This design comes from an exercise in tuning for small area and a short achievable clock period on the open sky130 flow, not from production work.
Only simulation tests tie the RTL to the original design; equivalence was not proved.

## lcdTimCtrlCore
    module lcdTimCtrlCore #
    (
        parameter integer C_HOR_WIDTH = 12,
        parameter integer C_VER_WIDTH = 12
    )
    (
        output reg oHSynch,
        output reg oVSynch,
        output reg oEnVideo,
        output wire [C_HOR_WIDTH - 1 : 0] oHAddr,
        output wire [C_VER_WIDTH - 1 : 0] oVAddr,
        input wire [C_HOR_WIDTH - 1 : 0] iHWidth,
        input wire [C_HOR_WIDTH - 1 : 0] iHBackPorch,
        input wire [C_HOR_WIDTH - 1 : 0] iHFrontPorch,
        input wire [C_HOR_WIDTH - 1 : 0] iHResolution,
        input wire iHPolarity,
        input wire [C_VER_WIDTH - 1 : 0] iVWidth,
        input wire [C_VER_WIDTH - 1 : 0] iVBackPorch,
        input wire [C_VER_WIDTH - 1 : 0] iVFrontPorch,
        input wire [C_VER_WIDTH - 1 : 0] iVResolution,
        input wire iVPolarity,
        input wire iEnVideoPolarity,
        input wire iClkPixel,
        input wire iRst,
        input wire iEn
    );
Size: about 350 cells after synthesis, ~58 flip-flops, about 130 I/O pins.
==> module counterFromZeroToLimit, before the edit <==
    module counterFromZeroToLimit #
    (
        parameter integer C_WIDTH = 12
    )
    (
        output reg oSync,                       
        output reg oAct,                        
        output wire oSyncNext,
        output wire oActNext,
        output reg [C_WIDTH - 1 : 0] oAddr,     
        output reg oZero,                       
        input wire [C_WIDTH - 1 : 0] iLenSync,
        input wire [C_WIDTH - 1 : 0] iLenBack,
        input wire [C_WIDTH - 1 : 0] iLenAct,
        input wire [C_WIDTH - 1 : 0] iLenFront,
        input wire iAddrEn,
        input wire iClk,
        input wire iRst,
        input wire iEn
    );
    reg front;
    wire back = ~(oSync | oAct | front);
    reg [C_WIDTH - 1 : 0] count;
    wire last = (count == {{(C_WIDTH - 1){1'b1}}, 1'b0});
    wire step = iEn && last;
    assign oSyncNext = step ? front : oSync;
    assign oActNext = step ? back : oAct;
    wire selSync = front || !iRst;
    wire [C_WIDTH - 1 : 0] countLoad = ~(({C_WIDTH{oSync && iRst}} & iLenBack) | ({C_WIDTH{back}} & iLenAct) |
                                         ({C_WIDTH{oAct}} & iLenFront) | ({C_WIDTH{selSync}} & iLenSync));
    always @(posedge iClk) begin
        if (step || !iRst) begin
            count <= countLoad;
        end else begin
            count <= count + iEn;
        end
    end
    always @(posedge iClk) begin
        if (!iRst || (iEn && !(oAct && !last && iAddrEn))) begin
            oAddr <= 0;
        end else begin
            oAddr <= oAddr + iEn;
        end
    end
    always @(posedge iClk or negedge iRst) begin
        if (!iRst) begin
            oSync <= 1'b1;
            oAct <= 1'b0;
            front <= 1'b0;
            oZero <= 1'b1;
        end else if (iEn) begin
            oZero <= last && front;
            if (last) begin
                oSync <= front;
                oAct <= back;
                front <= oAct;
            end
        end
    end
    endmodule
==> module lcdTimCtrlCore, before the edit <==
    module lcdTimCtrlCore #
    (
        parameter integer C_HOR_WIDTH = 12,
        parameter integer C_VER_WIDTH = 12
    )
    (
        output reg oHSynch,
        output reg oVSynch,
        output reg oEnVideo,
        output wire [C_HOR_WIDTH - 1 : 0] oHAddr,
        output wire [C_VER_WIDTH - 1 : 0] oVAddr,
        input wire [C_HOR_WIDTH - 1 : 0] iHWidth,
        input wire [C_HOR_WIDTH - 1 : 0] iHBackPorch,
        input wire [C_HOR_WIDTH - 1 : 0] iHFrontPorch,
        input wire [C_HOR_WIDTH - 1 : 0] iHResolution,
        input wire iHPolarity,
        input wire [C_VER_WIDTH - 1 : 0] iVWidth,
        input wire [C_VER_WIDTH - 1 : 0] iVBackPorch,
        input wire [C_VER_WIDTH - 1 : 0] iVFrontPorch,
        input wire [C_VER_WIDTH - 1 : 0] iVResolution,
        input wire iVPolarity,
        input wire iEnVideoPolarity,
        input wire iClkPixel,
        input wire iRst,
        input wire iEn
    );
    wire hSync, hAct, hSyncNext, hActNext, hZero;
    wire vSync, vAct, vSyncNext, vActNext, vZero;
    wire vEnabler = iEn && hZero;
    counterFromZeroToLimit #
        (
            .C_WIDTH(C_HOR_WIDTH)
        )HorizontalCounter(
            .oSync(hSync),
            .oAct(hAct),
            .oSyncNext(hSyncNext),
            .oActNext(hActNext),
            .oAddr(oHAddr),
            .oZero(hZero),
            .iLenSync(iHWidth),
            .iLenBack(iHBackPorch),
            .iLenAct(iHResolution),
            .iLenFront(iHFrontPorch),
            .iAddrEn(vAct),
            .iClk(iClkPixel),
            .iRst(iRst),
            .iEn(iEn)
        );
    counterFromZeroToLimit #
        (
            .C_WIDTH(C_VER_WIDTH)
        )VerticalCounter(
            .oSync(vSync),
            .oAct(vAct),
            .oSyncNext(vSyncNext),
            .oActNext(vActNext),
            .oAddr(oVAddr),
            .oZero(vZero),
            .iLenSync(iVWidth),
            .iLenBack(iVBackPorch),
            .iLenAct(iVResolution),
            .iLenFront(iVFrontPorch),
            .iAddrEn(1'b1),
            .iClk(iClkPixel),
            .iRst(iRst),
            .iEn(vEnabler)
        );
    always @(posedge iClkPixel) begin
        oHSynch <= (hSyncNext || !iRst) ? iHPolarity : ~iHPolarity;
        oVSynch <= (vSyncNext || !iRst) ? iVPolarity : ~iVPolarity;
        oEnVideo <= (hActNext && vActNext && iRst) ? iEnVideoPolarity : ~iEnVideoPolarity;
    end
    endmodule
Settings: LEC_CHECK=0, CAP_MARGIN=20, CORE_MARGIN=2, CORE_UTILIZATION=40, SLEW_MARGIN=20, TNS_END_PERCENT=0; clock period 11.0 ns.
standard.sh (not shown) runs the stock make flow with config.mk's settings and CLKGATE_MAP_FILE= SYNTH_SCRIPT=/design/flow/synth_recipe.tcl, a recipe that flattens the netlist after the stock synthesis.
==> flow/flow/run.sh <==
#!/bin/bash
# Own flow: the standard layout (standard.sh) with these changes:
#  - the port buffers are small buffers (buf_1) instead of the default delay cells;
#  - the timing repair aims for more setup slack than the clock needs;
#  - clock tree synthesis inserts no dummy loads.
# Each ORFS step writes its full log under orfs/logs/.
export BUFFER_PORTS_ARGS="-buffer_cell sky130_fd_sc_hd__buf_1"
export SETUP_SLACK_MARGIN=7.8
export CTS_ARGS="-sink_clustering_enable -repair_clock_nets -dont_use_dummy_load"
bash standard.sh > standard.log 2>&1
Change:
--- a/flow/design.v
+++ b/flow/design.v
@@ -1,16 +1,17 @@
 `timescale 1ns / 1ps
     module counterFromZeroToLimit #
     (
-        parameter integer C_WIDTH = 12
+        parameter integer C_WIDTH = 12,
+        parameter integer C_SLOW = 0
     )
     (
         output reg oSync,                       
         output reg oAct,                        
         output wire oSyncNext,
         output wire oActNext,
-        output reg [C_WIDTH - 1 : 0] oAddr,     
+        output wire [C_WIDTH - 1 : 0] oAddr,    
         output reg oZero,                       
         input wire [C_WIDTH - 1 : 0] iLenSync,
         input wire [C_WIDTH - 1 : 0] iLenBack,
         input wire [C_WIDTH - 1 : 0] iLenAct,
         input wire [C_WIDTH - 1 : 0] iLenFront,
@@ -20,31 +21,50 @@
         input wire iEn
     );
     reg front;
     wire back = ~(oSync | oAct | front);
     reg [C_WIDTH - 1 : 0] count;
-    wire last = (count == {{(C_WIDTH - 1){1'b1}}, 1'b0});
+    wire countEnd = (count == {{(C_WIDTH - 1){1'b1}}, 1'b0});
+    wire last;
     wire step = iEn && last;
     assign oSyncNext = step ? front : oSync;
     assign oActNext = step ? back : oAct;
     wire selSync = front || !iRst;
-    wire [C_WIDTH - 1 : 0] countLoad = ~(({C_WIDTH{oSync && iRst}} & iLenBack) | ({C_WIDTH{back}} & iLenAct) |
-                                         ({C_WIDTH{oAct}} & iLenFront) | ({C_WIDTH{selSync}} & iLenSync));
+    wire [C_WIDTH - 1 : 0] countLoad;
     always @(posedge iClk) begin
         if (step || !iRst) begin
             count <= countLoad;
         end else begin
             count <= count + iEn;
         end
     end
-    always @(posedge iClk) begin
-        if (!iRst || (iEn && !(oAct && !last && iAddrEn))) begin
-            oAddr <= 0;
-        end else begin
-            oAddr <= oAddr + iEn;
+    generate
+        if (C_SLOW) begin : gSlow
+            assign countLoad = back ? {C_WIDTH{1'b0}} :
+                               ~(({C_WIDTH{oSync && iRst}} & iLenBack) | ({C_WIDTH{oAct}} & iLenFront) |
+                                 ({C_WIDTH{selSync}} & iLenSync));
+            reg lastReg;
+            always @(posedge iClk) begin
+                lastReg <= oAct ? (count + 1'b1 == iLenAct) : countEnd;
+            end
+            assign last = lastReg;
+            assign oAddr = count;
+        end else begin : gFast
+            assign countLoad = ~(({C_WIDTH{oSync && iRst}} & iLenBack) | ({C_WIDTH{back}} & iLenAct) |
+                                 ({C_WIDTH{oAct}} & iLenFront) | ({C_WIDTH{selSync}} & iLenSync));
+            assign last = countEnd;
+            reg [C_WIDTH - 1 : 0] addr;
+            always @(posedge iClk) begin
+                if (!iRst || (iEn && !(oAct && !last && iAddrEn))) begin
+                    addr <= 0;
+                end else begin
+                    addr <= addr + iEn;
+                end
+            end
+            assign oAddr = addr;
         end
-    end
+    endgenerate
     always @(posedge iClk or negedge iRst) begin
         if (!iRst) begin
             oSync <= 1'b1;
             oAct <= 1'b0;
             front <= 1'b0;
@@ -86,10 +106,11 @@
         input wire iRst,
         input wire iEn
     );
     wire hSync, hAct, hSyncNext, hActNext, hZero;
     wire vSync, vAct, vSyncNext, vActNext, vZero;
+    wire [C_VER_WIDTH - 1 : 0] vCount;
     wire vEnabler = iEn && hZero;
     counterFromZeroToLimit #
         (
             .C_WIDTH(C_HOR_WIDTH)
         )HorizontalCounter(
@@ -108,27 +129,33 @@
             .iRst(iRst),
             .iEn(iEn)
         );
     counterFromZeroToLimit #
         (
-            .C_WIDTH(C_VER_WIDTH)
+            .C_WIDTH(C_VER_WIDTH),
+            .C_SLOW(1)
         )VerticalCounter(
             .oSync(vSync),
             .oAct(vAct),
             .oSyncNext(vSyncNext),
             .oActNext(vActNext),
-            .oAddr(oVAddr),
+            .oAddr(vCount),
             .oZero(vZero),
             .iLenSync(iVWidth),
             .iLenBack(iVBackPorch),
             .iLenAct(iVResolution),
             .iLenFront(iVFrontPorch),
             .iAddrEn(1'b1),
             .iClk(iClkPixel),
             .iRst(iRst),
             .iEn(vEnabler)
         );
+    reg vActOut;
+    always @(posedge iClkPixel) begin
+        vActOut <= vActNext && iRst;
+    end
+    assign oVAddr = vCount & {C_VER_WIDTH{vActOut}};
     always @(posedge iClkPixel) begin
         oHSynch <= (hSyncNext || !iRst) ? iHPolarity : ~iHPolarity;
         oVSynch <= (vSyncNext || !iRst) ? iVPolarity : ~iVPolarity;
         oEnVideo <= (hActNext && vActNext && iRst) ? iEnVideoPolarity : ~iEnVideoPolarity;
     end
Result: Wire length rises by 3.6%. Via count rose by 3.4%. Non-clock buffer count went down by 2. Worst setup slack got worse by 0.059 ns. Worst hold slack gets better by 0.0066 ns. Synthesized area stays flat.

## re-timing with driven ports
The flow's constraints put no driver on any port. The routed layouts listed below were extracted and timed again, unchanged, in two steps.
Step 1 assumes that a clkbuf_16 drives the clock port and a buf_2 every other input.
Step 2 moves the port delays by t, midway between the first and last clock arrival at a register: inputs arrive t later, outputs are due t later. That takes back most of the time a late clock gives input paths.
Three values: no drivers, after step 1, after step 2; two values: the first two.
run	t (ns)	setup slack, ns	latest minus earliest clock arrival (ns)	slew at the worst register clock pin (ns)	cell pins on the clock port's net
the first run	0.353	7.822 / 7.798 / 7.444	0.018 / 0.017	0.07 / 0.07	1
the second run	0.316	7.764 / 7.736 / 7.471	0.013 / 0.013	0.09 / 0.09	1
After both steps setup and hold are still met in every run listed. For the first run, which loses most, drivers alone change the setup slack by -0.024 ns; drivers and shift together by -0.378 ns.
